What follows belongs to an exercise in optimizing a design on an open flow for small area, a short achievable clock period and few clock cycles per item; a production flow would make more cautious choices. At most, simulation tests tie the RTL to the original design; equivalence was not proved. The RTL of run 7 was laid out without a check of its function.

### design/flow/config.mk
export PLATFORM = sky130hd
export DESIGN_NAME = pratica3
export DESIGN_NICKNAME = pratica3
export VERILOG_FILES = /design/flow/design.v
export SDC_FILE = /design/flow/constraint.sdc
export NUM_CORES = 4
export LEC_CHECK = 0
export CAP_MARGIN = 20
export CORE_MARGIN = 2
export CORE_UTILIZATION = 40
export SLEW_MARGIN = 20
### design/flow/constraint.sdc
create_clock -name core_clock -period 33.0 [get_ports {clock}]
set_input_delay 6.6000 -clock core_clock [delete_from_list [all_inputs] [get_ports {clock}]]
set_output_delay 6.6000 -clock core_clock [all_outputs]
set_load 0.01 [all_outputs]
### design/flow/design.v
module mux(R1, R2, R3, R4, R5, R6, R7, RegAddr, RegOut);
	input [15:0]R1, R2, R3, R4, R5, R6, R7;
	input [2:0]RegAddr;
	output reg [15:0]RegOut;
  always@(*)
  begin
    case(RegAddr)
      3'b001: RegOut = R1;
      3'b010: RegOut = R2;
      3'b011: RegOut = R3;
      3'b100: RegOut = R4;
      3'b101: RegOut = R5;
      3'b110: RegOut = R6;
      3'b111: RegOut = R7;
      default: RegOut = 16'd0;    
    endcase
  end
endmodule
module BancoRegistradores(clock, reset, data, address, write, R1, R2, R3, R4, R5, R6, R7);
	input clock, reset;    
	input [15:0] data;
	input write;
	input [2:0] address;
	output reg [15:0] R1, R2, R3, R4, R5, R6, R7;
	wire [15:0] d0 = data & {16{~reset}};                   
	wire [15:0] d1 = {d0[15:1], data[0] | reset};           
	wire [15:0] d2 = {d0[15:2], data[1] | reset, d0[0]};    
	wire [7:0] sel = {7'd0, write} << address;
	always @(posedge clock)
	begin
		if(reset | sel[1]) R1 <= d1;
		if(reset | sel[2]) R2 <= d1;
		if(reset | sel[3]) R3 <= d1;
		if(reset | sel[4]) R4 <= d2;
		if(reset | sel[5]) R5 <= d0;
		if(reset | sel[6]) R6 <= d1;
		if(reset | sel[7]) R7 <= d0;
	end
endmodule
module FilaInstrucao(clock, reset, inValid, inInstr, inReady, idle,
                     valid, instrOut, stall, busyNext, weNext, dstNext, evNext);
  input clock, reset, inValid;
  input [15:0] inInstr;
  input stall;          
  input busyNext;       
  input weNext;         
  input [2:0] dstNext;  
  input evNext;         
  output reg inReady;
  output reg idle;
  output reg valid;
  output reg [12:0] instrOut;
  wire take = ~valid | ~stall;
  wire validNext = ~take | inValid;
  wire [12:0] irNext = take ? inInstr[12:0] : instrOut;
  wire hazNext = (irNext[3:0] == 4'b0101) & weNext &
                 ((irNext[9:7] == dstNext) | (irNext[6:4] == dstNext));
  wire stallNext = busyNext | hazNext;
  always @(posedge clock)
  begin
    if(reset)
    begin
      valid <= 1'b0;
      inReady <= 1'b1;
      idle <= 1'b0;       
    end
    else
    begin
      valid <= validNext;
      inReady <= ~validNext | ~stallNext;
      idle <= ~validNext & ~evNext;
    end
    if(take)
      instrOut <= inInstr[12:0];
  end
endmodule
module UnidadeFuncional(clock, reset, adv, loadValid, loadDiv, loadOp, loadDst,
                        Yin, Xin, trivial, prepA, prepRem, prepCnt,
                        busy, busyNext, weNext, dstNext, evNext, we, dst, result);
	input clock, reset;
	input adv, loadValid, loadDiv;
	input [1:0] loadOp;
	input [2:0] loadDst;
	input [15:0] Yin, Xin;
	input trivial;
	input [15:0] prepA, prepRem;
	input [3:0] prepCnt;
	output busy, busyNext, weNext, evNext, we;
	output [2:0] dstNext;
	output reg [2:0] dst;
	output reg [15:0] result;
	localparam ADD = 3'd0, SUB = 3'd1, MUL = 3'd2, MOV = 3'd3, ITER = 3'd4;
	reg ev;
	reg [2:0] op;
	reg [3:0] cnt;
	reg [15:0] A, B, rem;
	wire isIter = (op == ITER);
	wire last = (cnt == 4'd1);
	wire done = ev & (~isIter | last);
	assign busy = ev & isIter & ~last;
	assign we = done;
	wire prep = adv & loadDiv;
	wire longDiv = loadDiv & ~trivial;
	wire [2:0] loadOpE = loadDiv ? (trivial ? MOV : ITER) : {1'b0, loadOp};
	assign evNext = adv ? loadValid : (ev & ~done);
	assign busyNext = adv ? (loadValid & longDiv) : (ev & isIter & (cnt > 4'd2));
	assign weNext = adv ? (loadValid & ~longDiv) : (ev & isIter & (cnt == 4'd2));
	assign dstNext = adv ? loadDst : dst;
	wire sub = op[0];
	wire [16:0] sumW = {A, 1'b1} + {B ^ {16{sub}}, sub};
	wire [15:0] prod;
	multiplicador mul(A, B, prod);
	wire [16:0] t1 = {rem, A[15]};
	wire [16:0] d1 = t1 - {1'b0, B};
	wire q1 = ~d1[16];
	wire [15:0] r1 = q1 ? d1[15:0] : t1[15:0];
	wire [16:0] t2 = {r1, A[14]};
	wire [16:0] d2 = t2 - {1'b0, B};
	wire q2 = ~d2[16];
	wire [15:0] r2 = q2 ? d2[15:0] : t2[15:0];
	wire [15:0] shifted = {A[13:0], q1, q2};
	always @(*)
	begin
		case(op)
			ADD, SUB: result = sumW[16:1];
			MUL: result = prod;
			MOV: result = A;
			default: result = shifted;
		endcase
	end
	always @(posedge clock)
	begin
		if(reset)
			ev <= 1'b0;
		else
			ev <= evNext;
		if(adv)
		begin
			op <= loadOpE;
			dst <= loadDst;
			B <= Xin;
		end
		A <= prep ? prepA : (adv ? Yin : shifted);
		rem <= prep ? prepRem : r2;
		cnt <= prep ? prepCnt : cnt - 4'd1;
	end
endmodule
module multiplicador(a, b, p);
	input [15:0] a, b;
	output [15:0] p;
	wire [16:0] bx = {b, 1'b0};
	reg [15:0] row [0:8];
	reg [15:0] m;
	reg neg;
	reg [7:0] negs;
	integer k;
	always @(*)
	begin
		for(k = 0; k < 8; k = k + 1)
		begin
			case(bx[2*k +: 3])
				3'b000, 3'b111: begin m = 16'd0; neg = 1'b0; end
				3'b001, 3'b010: begin m = a; neg = 1'b0; end
				3'b011:         begin m = {a[14:0], 1'b0}; neg = 1'b0; end
				3'b100:         begin m = ~{a[14:0], 1'b0}; neg = 1'b1; end
				default:        begin m = ~a; neg = 1'b1; end
			endcase
			row[k] = m << (2*k);
			negs[k] = neg;
		end
		for(k = 1; k < 8; k = k + 1)
			row[k][2*k-2] = negs[k-1];
		row[8] = {1'b0, negs[7], 14'd0};
	end
	function [31:0] csa;    
		input [15:0] x, y, z;
		reg [15:0] s, c;
		begin
			s = x ^ y ^ z;
			c = (x & y) | (x & z) | (y & z);
			csa = {c[14:0], 1'b0, s};
		end
	endfunction
	wire [31:0] l1a = csa(row[0], row[1], row[2]);
	wire [31:0] l1b = csa(row[3], row[4], row[5]);
	wire [31:0] l1c = csa(row[6], row[7], row[8]);
	wire [31:0] l2a = csa(l1a[15:0], l1a[31:16], l1b[15:0]);
	wire [31:0] l2b = csa(l1b[31:16], l1c[15:0], l1c[31:16]);
	wire [31:0] l3 = csa(l2a[15:0], l2a[31:16], l2b[15:0]);
	wire [31:0] l4 = csa(l3[15:0], l3[31:16], l2b[31:16]);
	assign p = l4[15:0] + l4[31:16];
endmodule
module estacaoReserva(ir, irValid, busy, R1, R2, R3, R4, R5, R6, R7,
                      we, dst, result, stall, adv, newValid, newDiv, newOp, newY, newX,
                      trivial, prepA, prepRem, prepCnt);
   input [12:0] ir;
   input irValid, busy;
   input [15:0] R1, R2, R3, R4, R5, R6, R7;
   input we;
   input [2:0] dst;
   input [15:0] result;
   output stall, adv, newValid, newDiv;
   output [1:0] newOp;
   output [15:0] newY, newX;
   output trivial;
   output reg [15:0] prepA, prepRem;
   output reg [3:0] prepCnt;
   wire [2:0] rz = ir[12:10];
   wire [2:0] ry = ir[9:7];
   wire [2:0] rx = ir[6:4];
   wire [3:0] opc = ir[3:0];
   wire isArith = (opc == 4'b0000 || opc == 4'b0001 || opc == 4'b0100 || opc == 4'b0101);
   wire [15:0] regY, regX;
   mux SelecRy(R1, R2, R3, R4, R5, R6, R7, ry, regY);
   mux SelecRx(R1, R2, R3, R4, R5, R6, R7, rx, regX);
   wire fwdY = we & (dst == ry);
   wire fwdX = we & (dst == rx);
   assign newY = fwdY ? result : regY;
   assign newX = fwdX ? result : regX;
   assign newValid = isArith & (rz != 3'd0);
   assign newDiv = (opc == 4'b0101);
   assign newOp = {opc[2], opc[0]};    
   assign stall = busy | (newDiv & (fwdY | fwdX));
   assign adv = irValid & ~stall;
   wire [15:0] y = regY;
   wire [15:0] x = regX;
   wire xz = (x == 16'd0);
   wire x1 = (x == 16'd1);
   wire lt0 = (y < x);
   wire lt4 = (x[15:12] != 4'd0) | (y[15:4] < x[11:0]);
   wire lt8 = (x[15:8] != 8'd0) | (y[15:8] < x[7:0]);
   wire lt12 = (x[15:4] != 12'd0) | (y[15:12] < x[3:0]);
   assign trivial = xz | x1 | lt0;
   always @(*)
   begin
      if(trivial)
      begin
         prepA = xz ? 16'hFFFF : (x1 ? y : 16'd0);
         prepRem = 16'd0;
         prepCnt = 4'd0;
      end
      else if(lt4)
      begin
         prepA = {y[3:0], 12'd0};
         prepRem = {4'd0, y[15:4]};
         prepCnt = 4'd2;
      end
      else if(lt8)
      begin
         prepA = {y[7:0], 8'd0};
         prepRem = {8'd0, y[15:8]};
         prepCnt = 4'd4;
      end
      else if(lt12)
      begin
         prepA = {y[11:0], 4'd0};
         prepRem = {12'd0, y[15:12]};
         prepCnt = 4'd6;
      end
      else
      begin
         prepA = y;
         prepRem = 16'd0;
         prepCnt = 4'd8;
      end
   end
endmodule
module CDB(clock, reset, instr_valid, instr, instr_ready, idle,
           R1, R2, R3, R4, R5, R6, R7);
  input clock, reset, instr_valid;
  input [15:0] instr;
  output instr_ready, idle;
  output [15:0] R1, R2, R3, R4, R5, R6, R7;
  wire        irValid;
  wire [12:0] ir;
  wire        busy, busyNext, weNext, evNext;
  wire [2:0]  dstNext;
  wire        stall, adv, newValid, newDiv;
  wire [1:0]  newOp;
  wire [15:0] newY, newX;
  wire        trivial;
  wire [15:0] prepA, prepRem;
  wire [3:0]  prepCnt;
  wire        we;
  wire [2:0]  dst;
  wire [15:0] result;
  FilaInstrucao fila(clock, reset, instr_valid, instr, instr_ready, idle,
                     irValid, ir, stall, busyNext, weNext, dstNext, evNext);
  estacaoReserva operandos(ir, irValid, busy, R1, R2, R3, R4, R5, R6, R7,
                           we, dst, result, stall, adv, newValid, newDiv, newOp, newY, newX,
                           trivial, prepA, prepRem, prepCnt);
  UnidadeFuncional uf(clock, reset, adv, newValid, newDiv, newOp, ir[12:10],
                      newY, newX, trivial, prepA, prepRem, prepCnt,
                      busy, busyNext, weNext, dstNext, evNext, we, dst, result);
  reg resetRF;
  always @(posedge clock)
    resetRF <= reset;
  BancoRegistradores banco(clock, resetRF, result, dst, we,
                           R1, R2, R3, R4, R5, R6, R7);
endmodule
module pratica3(clock, reset, instr_valid, instr, instr_ready, idle,
                R1, R2, R3, R4, R5, R6, R7);
	input clock, reset;
	input instr_valid;
	input [15:0] instr;
	output instr_ready, idle;
	output [15:0] R1, R2, R3, R4, R5, R6, R7;
	CDB cdb(clock, reset, instr_valid, instr, instr_ready, idle,
	        R1, R2, R3, R4, R5, R6, R7);
endmodule
### design/flow/flow/run.sh
#!/bin/bash
# The standard layout with three changes:
#  - ABC maps the logic with delay-targeted area recovery (map -D, then
#    buffering and gate sizing to the same target) instead of the default
#    speed script, which sizes every path for minimum delay;
#  - the port buffers are sky130_fd_sc_hd__buf_2 cells rather than the delay
#    buffers buffer_ports picks by default;
#  - the flow's own timing repair (after floorplan, CTS and global routing)
#    aims for 25.4 ns of setup slack, so it sizes the few long paths of the
#    area-mapped netlist up instead of leaving them as mapped.
# Synthesis is otherwise ORFS's (synth_recipe.tcl, unchanged), so the
# registers and their names are the standard synthesis's. The clock, the
# input and output delays and every other constraint are the standard flow's.
set -euo pipefail
work=$PWD
rm -rf "$work/scripts"
cp -r "$FLOW_HOME/scripts" "$work/scripts"
cp "$work/flow/abc_area.script" "$work/scripts/abc_area.script"
bash standard.sh SCRIPTS_DIR="$work/scripts" ABC_AREA=1 SETUP_SLACK_MARGIN=25.4 \
  BUFFER_PORTS_ARGS="-buffer_cell sky130_fd_sc_hd__buf_2" finish > standard.log 2>&1
### design/flow/flow/abc_area.script
strash
dch
map -D 5000 -B 0.9
topo
stime -c
buffer -c
upsize -c -D 5000
dnsize -c -D 5000
### design/flow/standard.sh
#!/bin/bash
# synth_recipe.tcl (not shown) runs the flow's synth.tcl, then flattens the netlist and writes it again
# the make line also repeats each setting of config.mk as NAME=value (left out here)
make -C /OpenROAD-flow-scripts/flow DESIGN_CONFIG=/design/flow/config.mk WORK_HOME=/design/flow/orfs CLKGATE_MAP_FILE= SYNTH_SCRIPT=/design/flow/synth_recipe.tcl "${@:-finish}"
==> results of run 1 <==
[through the flow]
step	setup slack, ps
floorplan	25430
global placement	25100
detailed placement	25100
CTS	25320
global route	25300
finish	25300
[layout by cell type (no fill, tap or decap), drive strengths merged, types with 11 or more instances in the layout]
master	n
nand3	51
o211ai	24
xnor2	28
buf	278
o221ai	42
nor2	146
nor3	19
dfxtp	54
clkbuf	17
inv	331
nand2	303
a21oi	145
ha	121
nor4	20
fa	42
o21ai	202
o22ai	85
edfxtp	134
a221oi	18
xor2	41
or2	11
a22oi	12
[tightest hold or removal path: cells and delay by family (launching register included)]
kind | cells | cell delay, ps
flops | 1 | 310
simple gates | 2 | 120
[synth_stat cells]
master | number | area (sq um)
o21bai_1 | 8 | 60.1
a2111o_1 | 1 | 11.3
and2_1 | 1 | 6.26
dfxtp_1 | 54 | 1080
o31ai_1 | 1 | 7.51
a21o_1 | 1 | 7.51
buf_1 | 7 | 26.3
fa_1 | 42 | 841
nor4_1 | 20 | 125
clkinv_1 | 6 | 22.5
clkbuf_1 | 70 | 263
o22ai_1 | 85 | 532
o211ai_1 | 24 | 180
o221a_2 | 2 | 22.5
or2_2 | 11 | 68.8
o221ai_1 | 42 | 368
inv_2 | 1 | 3.75
nor2_1 | 146 | 548
ha_1 | 121 | 1510
o32ai_1 | 4 | 35.0
o21ai_0 | 202 | 1010
nand2_1 | 303 | 1140
a211oi_1 | 5 | 37.5
a32o_1 | 6 | 60.1
o2111ai_1 | 8 | 70.1
a2111oi_0 | 8 | 70.1
edfxtp_1 | 134 | 4020
a32oi_1 | 5 | 43.8
xor2_1 | 41 | 359
mux2i_1 | 4 | 40.0
a21oi_1 | 145 | 726
inv_1 | 321 | 1200
nand3_1 | 51 | 255
a31oi_1 | 4 | 25.0
nor3_1 | 19 | 95.1
a221oi_1 | 18 | 158
xnor2_1 | 28 | 245
o21a_1 | 9 | 67.6
o311ai_0 | 4 | 35.0
a22o_1 | 10 | 87.6
a22oi_1 | 12 | 90.1
nand4_1 | 10 | 62.6
a21boi_0 | 3 | 22.5
[per-layer routing]
metal  global-route usage (%)  vias to the layer above  wire (um)
met1                     37.1                     7680      24500
met4                     10.8                        0       2280
met2                     48.2                      773      27500
met5                        0                        -          0
li1                         -                     7413          -
met3                     5.21                      152       5050
[sequential cells by signal, summed over array words and instances, names as in the netlist, 4 cells and up]
register,cells
cdb.banco.R1,16
cdb.banco.R2,16
cdb.banco.R3,16
cdb.banco.R4,16
cdb.banco.R5,16
cdb.banco.R6,16
cdb.banco.R7,16
cdb.fila.instrOut,13
cdb.uf.A,16
cdb.uf.B,16
cdb.uf.cnt,4
cdb.uf.rem,16
[repair_timing]
item	CTS	global route
buffers inserted	71	33
resized for setup	6	41
gates cloned	0	0
endpoints found under the setup margin	107	150
[final cells by class]
type	instances	area share, %
Inverter	328	6.60
Tap cell	518	3.48
Sequential cell	188	27.4
Timing Repair Buffer	278	10.4
Clock buffer	17	2.28
Clock inverter	15	1.19
Multi-Input combinational cell	1404	48.7
[worst paths after layout]
kind | from | endpoint | slack [ps] | cells after the start
worst max-delay path | cdb.banco.R2[11]$_DFFE_PP_ | R2[11] | 25300 | 1
worst min-delay path | cdb.fila.instrOut[1]$_DFF_P_ | cdb.fila.instrOut[1]$_DFF_P_ | 480 | 2
worst max register to register | cdb.uf.B[4]$_DFFE_PP_ | cdb.banco.R2[15]$_DFFE_PP_ | 25890 | 34
worst min register to register | cdb.fila.instrOut[1]$_DFF_P_ | cdb.fila.instrOut[1]$_DFF_P_ | 480 | 2
[cell families after synthesis]
group	count (synthesis)
xor gates and xnor gates	69
DFF	188
AOI/OAI and AO/OA	607
buffers and inverters	405
adders and majority gates	163
muxes	4
and+or+nand+nor	561
==> impl_metrics.ini, run 1 <==
[timing]
fmax_mhz = 130
fin_setup_tns_ps = 0
post-route-period-util_pct = 23.3
rsz0062_at_grt = yes
slew_headroom_pct = 24.0
skew_ps = 12.9
maxSlewViolCount = 0
hold_viol_final = 0
fin_hold_ws_ps = 484
period_minus_slack_ps = 7700
tightest_slew_ps = 1130
finalSetupViolCount = 0

[floorplan]
start_util_pct = 40.5
die_w_um = 202
rows = 72
core_area_sq_um = 38600
io_pins = 133
dieArea_sq_um = 40700
die_h_um = 202

[global_routing]
grt_overflow = 0
grt_pass1_vias = 15500
antenna_found_initial = 0
grt_pass1_wl_um = 90600
grt_max_degree = 41
grt_usage_pct = 28.8

[finish]
design_area_sq_um = 18600
fillers = 3719
num_antenna_cells = 0
final_core_util_pct = 48.2
areaGrowthSynthToFinish_pct = 19.1
nets = 2399
drive_gt1_share_pct = 15.0
multiInputGateArea_sq_um = 9080
layout.cells.non_filler = 2748
seq_area_sq_um = 5100

[synth]
synthDistinctLibCells = 43
syn_nets = 2179
synth-compound-area-share_pct = 23.8
yosysWarningCount = 8
synth_xor_area_share_pct = 3.86
synth_fa_ha_area_share_pct = 15.0
synth_seq_cells = 188
ys_seq_area_share_pct = 32.6
syn_inst = 1997
synthSimpleGateAreaFrac_pct = 14.7
syn-cell-area_sq_um = 15700
synth_top_family_by_area = compound AO/OA/AOI/OAI gates
synth.area.mux_share_pct = 0.256
synth.avg_cell_area_sq_um = 7.84

[detailed_routing]
drt-initial-drc-count = 1730
routed_wl_um = 59300
antenna_left = 0
first_pass_iters = 6
routedWlPerCell_um = 21.6
viasPerCell = 5.83
vias = 16000
drc_errors = 0

[place]
dpl.hpwl_um = 43600
port-buffer-count = 129
dp.cells = 2612
globalplace.congestion = 0.977
placed_area_sq_um = 17000

[setup_path]
cpPeakStageDelay_ps = 470
cp_num_buf_inv = 1
worstPathArrival_ps = 1100
crit_path_start_kind = flip-flop
slowest_stage = edfxtp_1
worstSetupPathType = flip-flop to output port
cp_cell_sequence = buf_2
critPathTopFamily = flip-flops
end_kind = output port
cp_max_fo = 2
required_ps = 26400

[clock_tree]
ctsRootBufferMaster = clkbuf_16
clk_pin_slew_ps = 80
cts_tree = done
cts-buffers-inserted = 17
clk_latency_ps = 450
htree_levels = 4
clock_sinks = 188
hold_buffers = 0
ctsLongestPathBuffers = 2

[run_status]
status = finished clean

[min_path]
min_path_type = flip-flop to flip-flop

[flow_run]
maxCapViolCount = 0
Testbench counts, summed over its fixed seeds: cycles 13,239, items 12,000.
==> run 2: changes to the inputs <==
==> design/flow/flow/run.sh (replaced) <==
#!/bin/bash
# The standard layout with two changes:
#  - ABC maps the logic with delay-targeted area recovery (map -D, then
#    buffering and gate sizing to the same target) instead of the default
#    speed script, which sizes every path for minimum delay;
#  - the port buffers are sky130_fd_sc_hd__buf_2 cells rather than the delay
#    buffers buffer_ports picks by default.
# Synthesis is otherwise ORFS's (synth_recipe.tcl, unchanged), so the
# registers and their names are the standard synthesis's.
set -euo pipefail
work=$PWD
rm -rf "$work/scripts"
cp -r "$FLOW_HOME/scripts" "$work/scripts"
cp "$work/flow/abc_area.script" "$work/scripts/abc_area.script"
bash standard.sh SCRIPTS_DIR="$work/scripts" ABC_AREA=1 \
  BUFFER_PORTS_ARGS="-buffer_cell sky130_fd_sc_hd__buf_2" finish > standard.log 2>&1
==> run 2 against run 1 <==
Maximum frequency is 0.19% higher. Final cell count is 3.8% lower. Global-route usage is 0.31 points lower. Sequential share of layout area is 1.5 points higher. Register-to-register slack worse by 460 ps. Synthesized cell count stayed put. Clock-buffer cell count stayed put. Non-clock buffer count is 104 lower. Critical path type unchanged. Highest routed layer unchanged.
==> impl_metrics.ini, run 2 <==
[synth]
synth.area.mux_share_pct = 0.256
yosysMostFrequentCell = inv_1
synth_top_flop_cell = edfxtp_1
yosysTopAreaCellShare_pct = 25.7
ys_seq_area_share_pct = 32.6
syn-cell-area_sq_um = 15700
synth_fa_ha_area_share_pct = 15.0
syn_nets = 2179
synth.avg_cell_area_sq_um = 7.84
synthSimpleGateAreaFrac_pct = 14.7
netlist_top_cells_count = inv_1 (321), nand2_1 (303), o21ai_0 (202), nor2_1 (146), a21oi_1 (145)
yosys-top-cells-area = edfxtp_1 (26%), ha_1 (9.7%), inv_1 (7.7%)
synth_seq_cells = 188
synth_xor_area_share_pct = 3.86
synthDistinctLibCells = 43
synth_edf_count = 134
synth-compound-area-share_pct = 23.8
synth_top_area_cell = edfxtp_1
syn_inst = 1997
synth_top_family_by_area = compound AO/OA/AOI/OAI gates
synth-async-reset-ratio_pct = 0
yosysWarningCount = 8

[setup_path]
crit_path_end = R1[1]
cpPeakStageDelay_ps = 450
r2r_end = cdb.banco.R2[15]$_DFFE_PP_
crit_start = cdb.banco.R1[1]$_DFFE_PP_
crit_path_start_kind = flip-flop
cp_max_fo = 3
critPathTopFamily = flip-flops
r2r_cells = 33
r2r_slack_ps = 25430
cp_cell_sequence = buf_2
required_ps = 26400
worstPathArrival_ps = 1080
reg2reg_from = cdb.uf.B[1]$_DFFE_PP_
cp_num_buf_inv = 1
end_kind = output port
cp_num_cells = 1
slowest_stage = edfxtp_1
worstSetupPathType = flip-flop to output port

[finish]
multiInputGateArea_sq_um = 9060
num_antenna_cells = 0
design_area_sq_um = 17700
final_common_cell = inv_1
areaGrowthSynthToFinish_pct = 12.9
seq_area_sq_um = 5100
fillers = 3830
drive_gt1_share_pct = 10.6
final_cell_mix = inv_1 (321), nand2_1 (303), o21ai_0 (196)
nets = 2295

[timing]
maxSlewViolCount = 0
fmax_mhz = 130
slew_headroom_pct = 19.8
rsz0062_at_grt = no
hold_viol_final = 0
skew_ps = 15.0
fin_setup_tns_ps = 0
post-route-period-util_pct = 23.3
finalSetupViolCount = 0
period_minus_slack_ps = 7680
tightest_slew_ps = 1190

[floorplan]
core_area_sq_um = 38600
die_h_um = 202
die_w_um = 202
rows = 72
dieArea_sq_um = 40700
io_pins = 133
start_util_pct = 40.5

[clock_tree]
clock_sinks = 188
htree_levels = 4
cts-buffers-inserted = 17
ctsLongestPathBuffers = 2
clk_pin_slew_ps = 80
cts_resized = 0
post-cts-setup-buffers = 0
cts_tree = done
ctsRootBufferMaster = clkbuf_16
clk_latency_ps = 450
hold_buffers = 0

[detailed_routing]
routedWlPerCell_um = 22.1
dr_wl_met2_um = 26900
drt-initial-drc-count = 1669
wl_met3_um = 5050
routed_wl_um = 58300
antenna_left = 0
drc_errors = 0
vias = 15600
wl_met1_um = 24100
first_pass_iters = 6
viasPerCell = 5.89
top_layer = met4

[global_routing]
grt_pass1_vias = 15200
grt_usage_pct = 28.5
grt_pass1_wl_um = 89600
grt_max_degree = 41
antenna_found_initial = 0
grt_overflow = 0

[flow_run]
maxCapViolCount = 0

[place]
port-buffer-count = 129
dpl.hpwl_um = 43600
globalplace.congestion = 0.977
placed_area_sq_um = 17000

[run_status]
status = finished clean

[min_path]
min_path_type = flip-flop to flip-flop
==> run 2: cell counts after synthesis <==
Identical to the previous run, type by type.
==> run 2: worst reg2reg max path, delay by kind of cell (launching register included) <==
kind	cells	cell delay, ps
AND/OR/NAND/NOR	13	2520
adder cells (fa/ha/maj)	5	1970
AO/OA/AOI/OAI	8	1380
buffers and inverters	7	820
flip-flops	1	580
==> run 2: worst min-delay path by stage <==
stage                                       startpoint                           end  slack, ps  cells after the start
final                     cdb.fila.instrOut[1]$_DFF_P_  cdb.fila.instrOut[1]$_DFF_P_        480                      2
after global routing      cdb.fila.instrOut[1]$_DFF_P_  cdb.fila.instrOut[1]$_DFF_P_        510                      2
after CTS                 cdb.fila.instrOut[1]$_DFF_P_  cdb.fila.instrOut[1]$_DFF_P_        480                      2
after detailed placement  cdb.fila.instrOut[1]$_DFF_P_  cdb.fila.instrOut[1]$_DFF_P_        470                      2
after global placement    cdb.fila.instrOut[1]$_DFF_P_  cdb.fila.instrOut[1]$_DFF_P_        460                      2
after floorplan           cdb.fila.instrOut[1]$_DFF_P_  cdb.fila.instrOut[1]$_DFF_P_        440                      2
==> run 2: logic make-up (layout without fill, tap and decap cells) <==
family                     count (synthesis)  count (layout)
AOI/OAI and AO/OA                        607             607
and+or+nand+nor                          561             561
buffers and inverters                    405             534
DFF                                      188             188
adders and majority gates                163             163
xor gates and xnor gates                  69              69
muxes                                      4               4
==> run 2: final cells by class <==
type	instances	share of cell area, %
multi-input combinational	1404	51.2
clock inverter	15	1.26
inverter	328	6.97
timing repair buffer	174	5.57
tap	518	3.67
clock buffer	17	2.41
sequential	188	28.9
==> run 2: through the flow <==
step                setup slack (ps)  std cells  hold slack, ps  utilization [%]
floorplan                      25430       1997             440                -
CTS                            25310       2644             484             45.7
global route                   24780       2644             512             45.7
global placement               25100       2612             463             44.0
finish                         25320       2644             483             45.7
detailed placement             25100       2612             469             44.0
==> run 2: metal layers <==
layer | vias up | track usage (%)
li1 | 7208 | -
met1 | 7459 | 37.0
met2 | 773 | 47.3
met3 | 141 | 5.03
met4 | 0 | 10.7
met5 | - | 0
==> run 3: changes to the inputs <==
--- a/design/flow/config.mk
+++ b/design/flow/config.mk
@@ -7,5 +7,5 @@
 export LEC_CHECK = 0
 export CAP_MARGIN = 20
 export CORE_MARGIN = 2
-export CORE_UTILIZATION = 40
+export CORE_UTILIZATION = 65
 export SLEW_MARGIN = 20
==> run 3 against run 2 <==
Design area down 1.7%. Critical endpoint is now R3[10]. Critical path depth unchanged. Synthesized area unchanged.
==> impl_metrics.ini, run 3 <==
[clock_tree]
cts_resized = 0
htree_levels = 4
post-cts-setup-buffers = 0
ctsLongestPathBuffers = 2
cts_tree = done
clk_latency_ps = 460
ctsRootBufferMaster = clkbuf_16
cts-buffers-inserted = 17
clock_sinks = 188
hold_buffers = 0
clk_pin_slew_ps = 80

[place]
place_ws_ps = 24990
placed_area_sq_um = 16700
port-buffer-count = 129
globalplace.congestion = 1.00
dpl.hpwl_um = 39400

[synth]
ys_seq_area_share_pct = 32.6
synth_edf_count = 134
synth_top_area_cell = edfxtp_1
yosysMostFrequentCell = inv_1
yosysWarningCount = 8
yosys-top-cells-area = edfxtp_1 (26%), ha_1 (9.7%), inv_1 (7.7%)
syn-cell-area_sq_um = 15700
yosysTopAreaCellShare_pct = 25.7
synth_top_flop_cell = edfxtp_1
synth.avg_cell_area_sq_um = 7.84
synthDistinctLibCells = 43
syn_nets = 2179
synth_seq_cells = 188
netlist_top_cells_count = inv_1 (321), nand2_1 (303), o21ai_0 (202), nor2_1 (146), a21oi_1 (145)
synth-async-reset-ratio_pct = 0
syn_inst = 1997

[floorplan]
io_pins = 133
die_w_um = 159
start_util_pct = 66.5
rows = 56
die_h_um = 159
dieArea_sq_um = 25300
core_area_sq_um = 23500

[global_routing]
grt_usage_pct = 41.9
grt_pass1_wl_um = 83300
grt_pass1_vias = 15500
grt_max_degree = 41
grt_overflow = 0
antenna_found_initial = 0

[setup_path]
cp_num_buf_inv = 1
worstPathArrival_ps = 1100
cp_max_fo = 3
cp_cell_sequence = buf_2
critPathTopFamily = flip-flops
r2r_slack_ps = 25440
end_kind = output port
worstSetupPathType = flip-flop to output port
required_ps = 26400
crit_path_start_kind = flip-flop
cpPeakStageDelay_ps = 470
slowest_stage = edfxtp_1

[detailed_routing]
first_pass_iters = 9
drt-initial-drc-count = 1946
routedWlPerCell_um = 22.1
routed_wl_um = 53800
antenna_left = 0
vias = 16100
drc_errors = 0
viasPerCell = 6.61

[timing]
hold_viol_final = 0
rsz0062_at_grt = no
fin_setup_tns_ps = 0
maxSlewViolCount = 0
finalSetupViolCount = 0
period_minus_slack_ps = 7700
tightest_slew_ps = 1220
worst_slack_ps = 25300
skew_ps = 20.4
slew_headroom_pct = 18.3
post-route-period-util_pct = 23.3
fmax_mhz = 130

[finish]
design_area_sq_um = 17400
num_antenna_cells = 0
areaGrowthSynthToFinish_pct = 11.0
nets = 2284
drive_gt1_share_pct = 10.3
final_common_cell = inv_1
final_cell_mix = inv_1 (321), nand2_1 (303), o21ai_0 (196)
final_core_util_pct = 73.8

[min_path]
min_path_type = flip-flop to flip-flop

[flow_run]
maxCapViolCount = 0

[run_status]
status = finished clean
## run 3: cell counts after synthesis
Identical to the previous run, type by type.
## run 3: final timing paths
kind | start | to | cells after the start
max | cdb.banco.R3[10]$_DFFE_PP_ | R3[10] | 1
min | cdb.fila.instrOut[1]$_DFF_P_ | cdb.fila.instrOut[1]$_DFF_P_ | 2
min reg2reg | cdb.fila.instrOut[1]$_DFF_P_ | cdb.fila.instrOut[1]$_DFF_P_ | 2
max reg2reg | cdb.uf.B[1]$_DFFE_PP_ | cdb.uf.B[15]$_DFFE_PP_ | 33
## run 3: cells by family after synthesis
group                      after synthesis  synth area share, %
buffers and inverters                  405                 9.71
and+or+nand+nor                        561                 14.7
DFF                                    188                 32.6
adders and majority gates              163                 15.0
AOI/OAI and AO/OA                      607                 23.8
xor gates and xnor gates                69                 3.86
muxes                                    4                0.256
## run 3: area by class of cell
class,count,area (sq um)
Clock buffer,17,425
Clock inverter,15,218
Fill cell,1885,6170
Inverter,328,1230
Multi-Input combinational cell,1404,9090
Sequential cell,188,5100
Tap cell,319,399
Timing Repair Buffer,163,905
## run 3: metrics by stage
step | hold slack (ps) | instances
final | 482 | 2434
after global routing | 509 | 2434
after CTS | 481 | 2434
after detailed placement | 468 | 2402
after global placement | 457 | 2401
after floorplan | 440 | 1997
## run 3: metal layers
layer	vias up	wire, um	GRT usage, %
met1	7386	19600	52.4
met2	1180	23900	67.2
met3	314	6560	8.93
met5	-	0	0
li1	7204	-	-
met4	0	3650	24.6
==> run 4: changes to the inputs <==
--- a/design/flow/design.v
+++ b/design/flow/design.v
@@ -227,15 +227,16 @@
    wire xz = (x == 16'd0);
    wire x1 = (x == 16'd1);
    wire lt0 = (y < x);
+   wire lt1 = x[15] | (y[15:1] < x[14:0]);    
    wire lt4 = (x[15:12] != 4'd0) | (y[15:4] < x[11:0]);
    wire lt8 = (x[15:8] != 8'd0) | (y[15:8] < x[7:0]);
    wire lt12 = (x[15:4] != 12'd0) | (y[15:12] < x[3:0]);
-   assign trivial = xz | x1 | lt0;
+   assign trivial = xz | x1 | lt1;
    always @(*)
    begin
       if(trivial)
       begin
-         prepA = xz ? 16'hFFFF : (x1 ? y : 16'd0);
+         prepA = xz ? 16'hFFFF : (x1 ? y : {15'd0, ~lt0});
          prepRem = 16'd0;
          prepCnt = 4'd0;
       end
==> run 4 against run 3 <==
Still clean. Critical path type unchanged. Worst hold slack got worse by 2.9 ps. Global-route usage rose by 1.9 points. Synthesized cell count rose by 3.2%. Routed wire length rose by 6.5%. First-iteration DRC count fell by 7.1%. Clock skew fell by 4.2 ps.
==> impl_metrics.ini, run 4 <==
[run_status]
status = finished clean

[timing]
fin_hold_ws_ps = 479
hold_viol_final = 0
fmax_mhz = 129
slew_headroom_pct = 25.9
period_minus_slack_ps = 7720
finalSetupViolCount = 0
skew_ps = 16.3
post-route-period-util_pct = 23.4
rsz0062_at_grt = no
maxSlewViolCount = 0
tightest_slew_ps = 1100
fin_setup_tns_ps = 0

[global_routing]
grt_max_degree = 44
grt_usage_pct = 43.8
grt_pass1_wl_um = 87700
grt_pass1_vias = 16000
antenna_found_initial = 0
grt_overflow = 0

[synth]
synthDistinctLibCells = 43
synth_edf_count = 134
syn_inst = 2061
yosysMostFrequentCell = nand2_1
synth-async-reset-ratio_pct = 0
yosys-top-cells-area = edfxtp_1 (25%), ha_1 (11%), nand2_1 (8.2%)
netlist_top_cells_count = nand2_1 (349), inv_1 (314), o21ai_0 (223), a21oi_1 (150), nor2_1 (147)
syn-cell-area_sq_um = 16000
ys_seq_area_share_pct = 32.0
yosysTopAreaCellShare_pct = 25.2
synth_top_flop_cell = edfxtp_1
yosysWarningCount = 8
synth_top_area_cell = edfxtp_1
syn_nets = 2257
synth.avg_cell_area_sq_um = 7.75
synth_seq_cells = 188

[place]
port-buffer-count = 129
globalplace.congestion = 1.05
dpl.hpwl_um = 43000

[finish]
final_common_cell = nand2_1
areaGrowthSynthToFinish_pct = 10.3
final_cell_mix = nand2_1 (349), inv_1 (314), o21ai_0 (217)
nets = 2362
num_antenna_cells = 0
drive_gt1_share_pct = 9.50
final_core_util_pct = 72.6

[detailed_routing]
viasPerCell = 6.63
routedWlPerCell_um = 22.9
drc_errors = 0
antenna_left = 0
first_pass_iters = 10
routed_wl_um = 57300
drt-initial-drc-count = 1807
vias = 16600

[floorplan]
die_w_um = 161
start_util_pct = 65.8
die_h_um = 161
dieArea_sq_um = 25800
core_area_sq_um = 24200
rows = 57
io_pins = 133

[setup_path]
cp_cell_sequence = buf_2
crit_path_end = R4[1]
r2r_slack_ps = 25280
critPathTopFamily = flip-flops
reg2reg_from = cdb.uf.B[1]$_DFFE_PP_
worstPathArrival_ps = 1120
cp_num_cells = 1
r2r_cells = 38
end_kind = output port
cp_max_fo = 3
worstSetupPathType = flip-flop to output port
crit_start = cdb.banco.R4[1]$_DFFE_PP_
slowest_stage = edfxtp_1
cp_num_buf_inv = 1
cpPeakStageDelay_ps = 480
r2r_end = cdb.banco.R3[0]$_DFFE_PP_
required_ps = 26400
crit_path_start_kind = flip-flop

[clock_tree]
cts_tree = done
ctsRootBufferMaster = clkbuf_16
htree_levels = 4
cts-buffers-inserted = 17
clk_latency_ps = 450
clk_pin_slew_ps = 80
post-cts-setup-buffers = 0
clock_sinks = 188
cts_resized = 0
ctsLongestPathBuffers = 2
hold_buffers = 0

[flow_run]
maxCapViolCount = 0

[min_path]
min_path_type = flip-flop to flip-flop
-- run 4: cell types whose count changed after synthesis, sizes merged, moves of 7 or more --
cell	previous run	this run
or2	11	4
nor3	19	26
ha	121	135
o221ai	42	50
o22ai	85	76
nand2	303	349
inv	322	314
o21ai	202	224
-- run 4: worst min path at each step --
stage	from	end	slack (ps)	cells after the start
final	cdb.fila.instrOut[1]$_DFF_P_	cdb.fila.instrOut[1]$_DFF_P_	480	2
after global routing	cdb.fila.instrOut[1]$_DFF_P_	cdb.fila.instrOut[1]$_DFF_P_	510	2
after CTS	cdb.fila.instrOut[1]$_DFF_P_	cdb.fila.instrOut[1]$_DFF_P_	480	2
after detailed placement	cdb.fila.instrOut[1]$_DFF_P_	cdb.fila.instrOut[1]$_DFF_P_	470	2
after global placement	cdb.fila.instrOut[1]$_DFF_P_	cdb.fila.instrOut[1]$_DFF_P_	460	2
after floorplan	cdb.fila.instrOut[1]$_DFF_P_	cdb.fila.instrOut[1]$_DFF_P_	440	2
-- run 4: logic make-up after synthesis --
kind of cell	after synthesis	synth area share, %
buffers and inverters	400	9.43
adders and majority gates	177	15.8
AOI/OAI and AO/OA	613	23.1
xor gates and xnor gates	73	4.00
and+or+nand+nor	606	15.4
DFF	188	32.0
muxes	4	0.251
-- run 4: layout make-up --
type	count	area, sq um
Clock buffer	19	443
Sequential cell	188	5100
Tap cell	324	405
Timing Repair Buffer	166	923
Multi-Input combinational cell	1473	9400
Fill cell	1926	6640
Clock inverter	13	130
Inverter	320	1200
-- run 4: tightest hold or removal path: cells and delay by family (launching register included) --
family,cells,cell delay [ps]
flops,1,320
simple gates,2,120
-- run 4: stage by stage --
step | worst slack (ps) | instance area (sq um) | std cells
after CTS | 25300 | 17600 | 2503
after global routing | 24680 | 17600 | 2503
after detailed placement | 25140 | 17000 | 2471
after floorplan | 25510 | 16000 | 2061
final | 25280 | 17600 | 2503
after global placement | 25160 | 17000 | 2471
-- run 4: layer usage --
| metal | track usage (%) | part of all wire, % |
|---|---|---|
| met5 | 0 | 0 |
| met4 | 28.4 | 7.6 |
| met3 | 8.68 | 12 |
| met2 | 71.0 | 45 |
| met1 | 53.6 | 35 |
Testbench counts of run 4, summed over its fixed seeds: cycles 12,917, items 12,000.
==> run 5: changes to the inputs <==
--- a/design/flow/config.mk
+++ b/design/flow/config.mk
@@ -8,4 +8,6 @@
 export CAP_MARGIN = 20
 export CORE_MARGIN = 2
 export CORE_UTILIZATION = 65
+export CTS_CLUSTER_DIAMETER = 300
+export CTS_CLUSTER_SIZE = 100
 export SLEW_MARGIN = 20
==> run 5 against run 4 <==
Non-clock buffer count unchanged. Largest cell class unchanged. Final cell count is the same. Critical endpoint unchanged. Highest routed layer unchanged. Routed wire length did not move.
==> impl_metrics.ini, run 5 <==
[floorplan]
io_pins = 133
dieArea_sq_um = 25800
rows = 57
core_area_sq_um = 24200
die_w_um = 161
die_h_um = 161
start_util_pct = 65.8

[synth]
synth-compound-area-share_pct = 23.1
yosysTopAreaCellShare_pct = 25.2
synth_xor_area_share_pct = 4.00
syn_nets = 2257
yosysWarningCount = 8
synth_fa_ha_area_share_pct = 15.8
synth.avg_cell_area_sq_um = 7.75
synth-async-reset-ratio_pct = 0
syn_inst = 2061
synth_seq_cells = 188
synthSimpleGateAreaFrac_pct = 15.4
yosys-top-cells-area = edfxtp_1 (25%), ha_1 (11%), nand2_1 (8.2%)
synth.area.mux_share_pct = 0.251
synth_top_flop_cell = edfxtp_1
ys_seq_area_share_pct = 32.0
synth_edf_count = 134
syn-cell-area_sq_um = 16000
synth_top_family_by_area = compound AO/OA/AOI/OAI gates
netlist_top_cells_count = nand2_1 (349), inv_1 (314), o21ai_0 (223), a21oi_1 (150), nor2_1 (147)
synthDistinctLibCells = 43
yosysMostFrequentCell = nand2_1
synth_top_area_cell = edfxtp_1

[global_routing]
grt_pass1_vias = 16000
antenna_found_initial = 0
grt_pass1_wl_um = 87700
grt_overflow = 0
grt_usage_pct = 43.8
grt_max_degree = 44

[setup_path]
cpPeakStageDelay_ps = 480
cp_max_fo = 3
worstSetupPathType = flip-flop to output port
reg2reg_from = cdb.uf.B[1]$_DFFE_PP_
crit_start = cdb.banco.R4[1]$_DFFE_PP_
critPathTopFamily = flip-flops
end_kind = output port
crit_path_start_kind = flip-flop
required_ps = 26400
slowest_stage = edfxtp_1
cp_num_buf_inv = 1
worstPathArrival_ps = 1120
cp_cell_sequence = buf_2

[clock_tree]
ctsLongestPathBuffers = 2
clk_pin_slew_ps = 80
cts-buffers-inserted = 17
htree_levels = 4
post-cts-setup-buffers = 0
hold_buffers = 0
cts_tree = done
clk_latency_ps = 450
ctsRootBufferMaster = clkbuf_16
clock_sinks = 188
cts_resized = 0

[place]
dp.cells = 2471
dpl.hpwl_um = 43000
globalplace.congestion = 1.05
port-buffer-count = 129

[detailed_routing]
first_pass_iters = 10
vias = 16600
viasPerCell = 6.63
antenna_left = 0
drt-initial-drc-count = 1807
drc_errors = 0
routed_wl_um = 57300
routedWlPerCell_um = 22.9

[finish]
seq_area_sq_um = 5100
num_antenna_cells = 0
layout.cells.non_filler = 2503
multiInputGateArea_sq_um = 9400
areaGrowthSynthToFinish_pct = 10.3
final_common_cell = nand2_1
nets = 2362
fillers = 1926
final_cell_mix = nand2_1 (349), inv_1 (314), o21ai_0 (217)
drive_gt1_share_pct = 9.50

[timing]
fmax_mhz = 129
fin_setup_tns_ps = 0
fin_hold_ws_ps = 479
tightest_slew_ps = 1100
period_minus_slack_ps = 7720
post-route-period-util_pct = 23.4
slew_headroom_pct = 25.9
finalSetupViolCount = 0
rsz0062_at_grt = no
maxSlewViolCount = 0
skew_ps = 16.3
hold_viol_final = 0

[min_path]
hp-start = cdb.fila.instrOut[1]$_DFF_P_
min_path_type = flip-flop to flip-flop

[run_status]
status = finished clean

[flow_run]
maxCapViolCount = 0
## run 5: cells by family (layout without fill, tap and decap cells)
group / after synthesis / after routing
flip-flops: 188 / 188
buffers and inverters: 400 / 518
XOR/XNOR: 73 / 73
AO/OA/AOI/OAI: 613 / 613
multiplexers: 4 / 4
adder cells (fa/ha/maj): 177 / 177
AND/OR/NAND/NOR: 606 / 606
## run 5: worst paths after layout
check	cells past startpoint	slack, ps	endpoint
max	1	25280	R4[1]
min	2	480	cdb.fila.instrOut[1]$_DFF_P_
max reg2reg	38	25280	cdb.banco.R3[0]$_DFFE_PP_
min reg2reg	2	480	cdb.fila.instrOut[1]$_DFF_P_
## run 5: area by class of cell
type                            count  area share (%)
Multi-Input combinational cell   1473            53.4
Sequential cell                   188            29.0
Tap cell                          324            2.30
Clock inverter                     13           0.739
Clock buffer                       19            2.52
Timing Repair Buffer              166            5.24
Inverter                          320            6.82
## run 5: metrics by stage
step	setup slack (ps)	util (%)	cell area [sq um]
global placement	25160	70.2	17000
floorplan	25510	-	16000
CTS	25300	72.6	17600
global route	24680	72.6	17600
finish	25280	72.6	17600
detailed placement	25140	70.2	17000
## run 5: routing by layer
metal  part of all wire (%)  track usage (%)  vias up
met4                    7.6             28.4        0
met1                     35             53.6     7596
met2                     45             71.0     1260
met5                      0                0        -
li1                       -                -     7384
met3                     12             8.68      343
==> run 6: changes to the inputs <==
--- a/design/flow/flow/run.sh
+++ b/design/flow/flow/run.sh
@@ -12,5 +12,5 @@
 rm -rf "$work/scripts"
 cp -r "$FLOW_HOME/scripts" "$work/scripts"
 cp "$work/flow/abc_area.script" "$work/scripts/abc_area.script"
-bash standard.sh SCRIPTS_DIR="$work/scripts" ABC_AREA=1 \
+bash standard.sh SCRIPTS_DIR="$work/scripts" ABC_AREA=1 SYNTH_OPERATIONS_ARGS=-nofsm \
   BUFFER_PORTS_ARGS="-buffer_cell sky130_fd_sc_hd__buf_2" finish > standard.log 2>&1
--- a/design/flow/config.mk
+++ b/design/flow/config.mk
@@ -8,6 +8,4 @@
 export CAP_MARGIN = 20
 export CORE_MARGIN = 2
 export CORE_UTILIZATION = 65
-export CTS_CLUSTER_DIAMETER = 300
-export CTS_CLUSTER_SIZE = 100
 export SLEW_MARGIN = 20
==> run 6 against run 5 <==
Clock-buffer cell count is 2 lower. Sequential share of layout area grew 0.20 points. Design area down 0.69%. Synthesized cell count down 6.5%. Non-clock buffer count is 1 higher. Final cell count down 5.4%. Maximum frequency fell by 4.4%. Critical endpoint is now cdb.banco.R2[15]$_DFFE_PP_.
==> impl_metrics.ini, run 6 <==
[run_status]
status = finished clean

[timing]
finalSetupViolCount = 0
hold_viol_final = 0
worst_slack_ps = 24920
period_minus_slack_ps = 8080
fmax_mhz = 124
slew_headroom_pct = 15.7
maxSlewViolCount = 0
skew_ps = 20.4
rsz0062_at_grt = no
post-route-period-util_pct = 24.5
fin_setup_tns_ps = 0
tightest_slew_ps = 1250

[synth]
yosysMostFrequentCell = nand2_1
yosysTopAreaCellShare_pct = 25.5
syn-cell-area_sq_um = 15800
syn_nets = 2146
synth-async-reset-ratio_pct = 0
ys_seq_area_share_pct = 32.4
syn_inst = 1927
yosysWarningCount = 8
synth_top_flop_cell = edfxtp_1
synth_top_area_cell = edfxtp_1
synth_edf_count = 134
yosys-top-cells-area = edfxtp_1 (26%), ha_1 (10%), fa_1 (8.6%)
synth.avg_cell_area_sq_um = 8.18
netlist_top_cells_count = nand2_1 (327), inv_1 (312), o21ai_0 (179), edfxtp_1 (134), ha_1 (132)
synth_seq_cells = 188
synthDistinctLibCells = 40

[setup_path]
cp_max_fo = 11
slowest_stage = edfxtp_1
end_kind = flip-flop
worstSetupPathType = flip-flop to flip-flop
crit_path_start_kind = flip-flop
cpPeakStageDelay_ps = 650
worstPathArrival_ps = 8340
required_ps = 33260
crit_top_cell = nand2_1

[finish]
areaGrowthSynthToFinish_pct = 10.9
final_common_cell = nand2_1
drive_gt1_share_pct = 10.2
final_cell_mix = nand2_1 (327), inv_1 (312), o21ai_0 (173)
nets = 2255
num_antenna_cells = 0
fillers = 1831

[detailed_routing]
drt-initial-drc-count = 2075
antenna_left = 0
drc_errors = 0
first_pass_iters = 8
vias = 15600
routed_wl_um = 53700
viasPerCell = 6.59
routedWlPerCell_um = 22.7

[clock_tree]
ctsLongestPathBuffers = 2
htree_levels = 4
hold_buffers = 0
clk_pin_slew_ps = 80
clock_sinks = 188
clk_latency_ps = 450
ctsRootBufferMaster = clkbuf_16
cts-buffers-inserted = 17
post-cts-setup-buffers = 0
cts_tree = done
cts_resized = 0

[floorplan]
die_w_um = 160
die_h_um = 160
io_pins = 133
dieArea_sq_um = 25500
start_util_pct = 66.8
rows = 56
core_area_sq_um = 23600

[global_routing]
grt_pass1_vias = 15300
grt_pass1_wl_um = 83700
grt_usage_pct = 42.1
antenna_found_initial = 0
grt_overflow = 0
grt_max_degree = 27

[place]
globalplace.congestion = 1.04
dpl.hpwl_um = 40000
place_ws_ps = 25150
port-buffer-count = 129

[min_path]
min_path_type = flip-flop to flip-flop

[flow_run]
maxCapViolCount = 0
-- run 6: cell count changes after synthesis, sizes merged, moves of 8 or more --
cell    before  now
nor3        26   14
xnor2       32   41
xor2        41   26
a221oi      17   25
fa          42   68
nand2      349  327
a22oi        8   23
o21ai      224  179
o211ai      30   19
nor2       147  121
a21oi      150   93
-- run 6: routing by layer --
metal | global-route usage (%) | share of wire [%] | vias up
met5 | 0 | 0 | -
met4 | 25.1 | 6.7 | 0
met3 | 9.69 | 13 | 299
met2 | 66.3 | 45 | 1239
met1 | 53.2 | 35 | 7141
li1 | - | - | 6928
-- run 6: kinds of logic (layout without fill, tap and decap cells) --
kind of cell / after synthesis / after routing / synth area share (%)
buffers and inverters: 395 / 517 / 9.40
xor gates and xnor gates: 67 / 67 / 3.72
DFF: 188 / 188 / 32.4
muxes: 1 / 1 / 0.0635
AOI/OAI and AO/OA: 538 / 538 / 21.6
and+or+nand+nor: 538 / 538 / 13.7
adders and majority gates: 200 / 200 / 19.1
-- run 6: critical path: cells and delay by family (launching register included) --
family	cells	cell delay [ps]
XOR/XNOR	2	440
buffers and inverters	5	710
AO/OA/AOI/OAI	9	2350
flip-flops	1	650
AND/OR/NAND/NOR	8	1310
adder cells (fa/ha/maj)	6	2420
-- run 6: stage by stage --
step	std cells	instance area [sq um]	hold slack, ps	util [%]
finish	2368	17500	546	74.1
global route	2368	17500	568	74.1
CTS	2367	17500	541	74.0
detailed placement	2335	16800	520	71.3
global placement	2335	16800	504	71.3
floorplan	1927	15800	470	-
-- run 6: cell type report --
type / count / area [sq um] / area share (%)
clock buffers: 17 / 425 / 2.43
clock inverters: 15 / 228 / 1.30
inverters: 318 / 1190 / 6.82
multi-input cells: 1344 / 9210 / 52.7
flip-flops and latches: 188 / 5100 / 29.2
well taps: 319 / 399 / 2.28
repair buffers: 167 / 928 / 5.31
-- run 6: worst paths after layout --
check                           slack, ps  cells after the start                           end                    startpoint
worst min register to register        550                      2  cdb.fila.instrOut[0]$_DFF_P_  cdb.fila.instrOut[0]$_DFF_P_
worst max register to register      24920                     30    cdb.banco.R2[15]$_DFFE_PP_         cdb.uf.B[1]$_DFFE_PP_
worst min-delay path                  550                      2  cdb.fila.instrOut[0]$_DFF_P_  cdb.fila.instrOut[0]$_DFF_P_
worst max-delay path                24920                     30    cdb.banco.R2[15]$_DFFE_PP_         cdb.uf.B[1]$_DFFE_PP_
==> run 7: changes to the inputs <==
--- a/design/flow/design.v
+++ b/design/flow/design.v
@@ -93,7 +93,8 @@
 	reg ev;
 	reg [2:0] op;
 	reg [3:0] cnt;
-	reg [15:0] A, B, rem;
+	reg [15:0] A, Bn, rem;    
+	wire [15:0] B = ~Bn;
 	wire isIter = (op == ITER);
 	wire last = (cnt == 4'd1);
 	wire done = ev & (~isIter | last);
@@ -138,7 +139,7 @@
 		begin
 			op <= loadOpE;
 			dst <= loadDst;
-			B <= Xin;
+			Bn <= ~Xin;
 		end
 		A <= prep ? prepA : (adv ? Yin : shifted);
 		rem <= prep ? prepRem : r2;
--- a/design/flow/flow/run.sh
+++ b/design/flow/flow/run.sh
@@ -12,5 +12,5 @@
 rm -rf "$work/scripts"
 cp -r "$FLOW_HOME/scripts" "$work/scripts"
 cp "$work/flow/abc_area.script" "$work/scripts/abc_area.script"
-bash standard.sh SCRIPTS_DIR="$work/scripts" ABC_AREA=1 SYNTH_OPERATIONS_ARGS=-nofsm \
+bash standard.sh SCRIPTS_DIR="$work/scripts" ABC_AREA=1 \
   BUFFER_PORTS_ARGS="-buffer_cell sky130_fd_sc_hd__buf_2" finish > standard.log 2>&1
==> run 7 against run 6 <==
Via count is 5.0% higher. Largest cell class unchanged. Worst setup slack worse by 390 ps. Critical path type unchanged. Synthesized cell count is 5.7% higher. Non-clock buffer count is 1 lower. Critical endpoint is now cdb.uf.rem[3]$_DFF_P_. Die area is 0.70% higher. Critical path depth is 3 higher. Global-route usage is 0.85 points higher.
==> impl_metrics.ini, run 7 <==
[floorplan]
dieArea_sq_um = 25700
core_area_sq_um = 24200
io_pins = 133
rows = 57
start_util_pct = 65.7
die_h_um = 160
die_w_um = 160

[finish]
areaGrowthSynthToFinish_pct = 10.7
drive_gt1_share_pct = 9.69
final_cell_mix = nand2_1 (348), inv_1 (300), o21ai_0 (217)
nets = 2338
final_common_cell = nand2_1

[synth]
yosysMostFrequentCell = nand2_1
syn_inst = 2036
yosys-top-cells-area = edfxtp_1 (25%), ha_1 (11%), nand2_1 (8.2%)
syn-cell-area_sq_um = 15900
synthDistinctLibCells = 44
ys_seq_area_share_pct = 32.1
yosysTopAreaCellShare_pct = 25.3
netlist_top_cells_count = nand2_1 (348), inv_1 (300), o21ai_0 (223), nor2_1 (140)
synth_top_flop_cell = edfxtp_1
synth.avg_cell_area_sq_um = 7.80
synth_top_area_cell = edfxtp_1
synth-async-reset-ratio_pct = 0
synth_seq_cells = 188
syn_nets = 2231
yosysWarningCount = 8
synth_edf_count = 134

[min_path]
min_path_type = flip-flop to flip-flop
whs_path_depth = 2
hp-start = cdb.fila.instrOut[1]$_DFF_P_

[timing]
hold_viol_final = 0
period_minus_slack_ps = 8470
post-route-period-util_pct = 25.7
skew_ps = 22.1
maxSlewViolCount = 0
tightest_slew_ps = 1240
slew_headroom_pct = 16.9
fmax_mhz = 118
rsz0062_at_grt = no
finalSetupViolCount = 0
fin_setup_tns_ps = 0

[detailed_routing]
vias = 16400
viasPerCell = 6.61
routed_wl_um = 55500
drt-initial-drc-count = 2039
drc_errors = 0
routedWlPerCell_um = 22.4
antenna_left = 0
first_pass_iters = 6

[global_routing]
grt_pass1_wl_um = 85500
grt_pass1_vias = 15700
grt_max_degree = 29
antenna_found_initial = 0
grt_usage_pct = 43.0
grt_overflow = 0

[setup_path]
crit_path_start_kind = flip-flop
crit_start = cdb.uf.Bn[1]$_DFFE_PP_
reg2reg_from = cdb.uf.Bn[1]$_DFFE_PP_
slowest_stage = edfxtp_1
cpPeakStageDelay_ps = 670
r2r_cells = 33
cp_num_buf_inv = 4
worstSetupPathType = flip-flop to flip-flop
end_kind = flip-flop
required_ps = 33310
critPathTopFamily = compound AO/OA/AOI/OAI gates
cp_max_fo = 27
cp_num_cells = 33
worstPathArrival_ps = 8780
crit_top_cell = nand2_1

[clock_tree]
clock_sinks = 188
ctsRootBufferMaster = clkbuf_16
cts_tree = done
ctsLongestPathBuffers = 2
clk_pin_slew_ps = 80
post-cts-setup-buffers = 0
cts_resized = 0
htree_levels = 4
clk_latency_ps = 460
cts-buffers-inserted = 17
hold_buffers = 0

[place]
port-buffer-count = 129
dpl.hpwl_um = 41000
globalplace.congestion = 1.06

[flow_run]
maxCapViolCount = 0

[run_status]
status = finished clean
run 7: worst paths after layout:
check	endpoint	slack (ps)
max	cdb.uf.rem[3]$_DFF_P_	24530
min	cdb.fila.instrOut[1]$_DFF_P_	500
max reg2reg	cdb.uf.rem[3]$_DFF_P_	24530
min reg2reg	cdb.fila.instrOut[1]$_DFF_P_	500
run 7: area by class of cell:
| type | count | area (sq um) |
|---|---|---|
| multi-input combinational | 1465 | 9380 |
| timing repair buffer | 166 | 931 |
| clock buffer | 17 | 425 |
| sequential | 188 | 5100 |
| inverter | 305 | 1140 |
| fill | 1943 | 6600 |
| antenna | 1 | 2.50 |
| tap | 324 | 405 |
| clock inverter | 15 | 176 |
run 7: layer usage:
layer	up-vias	GRT usage, %	routed length (um)	share of wire (%)
met2	1217	69.2	24800	45
met5	-	0	0	0
li1	7365	-	-	-
met4	0	25.7	3780	6.8
met3	309	9.76	7210	13
met1	7501	53.2	19800	36
run 7: through the flow:
| step | std cells | instance area (sq um) | util (%) | hold slack (ps) | setup WS [ps] |
|---|---|---|---|---|---|
| 3_5_place_dp | 2447 | 17000 | 70.1 | 478 | 24750 |
| 6_report | 2481 | 17600 | 72.7 | 500 | 24530 |
| 3_3_place_gp | 2447 | 16900 | 70.1 | 464 | 24880 |
| 2_1_floorplan | 2036 | 15900 | - | 440 | 25440 |
| 5_1_grt | 2480 | 17600 | 72.7 | 551 | 23850 |
| 4_1_cts | 2479 | 17600 | 72.6 | 496 | 24720 |
run 7: kinds of logic (layout without fill, tap and decap cells):
family / Yosys count / in the layout / synth area share, %
muxes: 1 / 1 / 0.0630
and+or+nand+nor: 612 / 612 / 15.8
other: 0 / 1 / 0
DFF: 188 / 188 / 32.1
buffers and inverters: 383 / 503 / 9.06
xor gates and xnor gates: 71 / 71 / 3.92
adders and majority gates: 176 / 176 / 15.9
AOI/OAI and AO/OA: 605 / 605 / 23.2
run 7: worst reg2reg max path: cells and delay by family (launching register included):
family	cells	cell delay [ps]
AOI/OAI and AO/OA	15	3520
adders and majority gates	2	850
buffers and inverters	4	1400
DFF	1	670
and+or+nand+nor	12	1900

-- afterwards: timing with drivers on the ports --
The flow's constraints put no driver on any port. The routed layouts listed below were extracted and timed again, unchanged, in two steps. Step 1 sets driving cells, clkbuf_16 on the clock port and buf_2 on the other inputs (assumed; they add their load-dependent delay and slew). Step 2 also shifts input and output timing later by t, the mid clock arrival at the registers, as if the neighbouring blocks saw the same clock. a / b / c = no drivers / after step 1 / after step 2; a / b = the first two.
run | t (ns) | setup slack, ns | latest minus earliest clock arrival (ns) | worst register clock-pin slew, ns | worst data-port slew with drivers (ns)
run 1 | 0.496 | 25.302 / 25.247 / 25.133 | 0.012 / 0.013 | 0.08 / 0.08 | 0.06
run 2 | 0.499 | 25.316 / 25.263 / 25.087 | 0.015 / 0.015 | 0.08 / 0.08 | 0.05
run 3 | 0.500 | 25.298 / 25.250 / 24.997 | 0.021 / 0.021 | 0.09 / 0.09 | 0.03
run 4 | 0.497 | 25.277 / 25.226 / 25.105 | 0.019 / 0.019 | 0.09 / 0.09 | 0.03
run 5 | 0.497 | 25.277 / 25.226 / 25.105 | 0.019 / 0.019 | 0.09 / 0.09 | 0.03
run 6 | 0.495 | 24.920 / 24.920 / 24.920 | 0.022 / 0.022 | 0.10 / 0.10 | 0.03
run 7 | 0.500 | 24.531 / 24.531 / 24.531 | 0.022 / 0.022 | 0.10 / 0.10 | 0.04
After both steps every run listed still meets setup and hold. For run 3, which loses most, drivers alone change the setup slack by -0.048 ns; drivers and shift together by -0.301 ns.
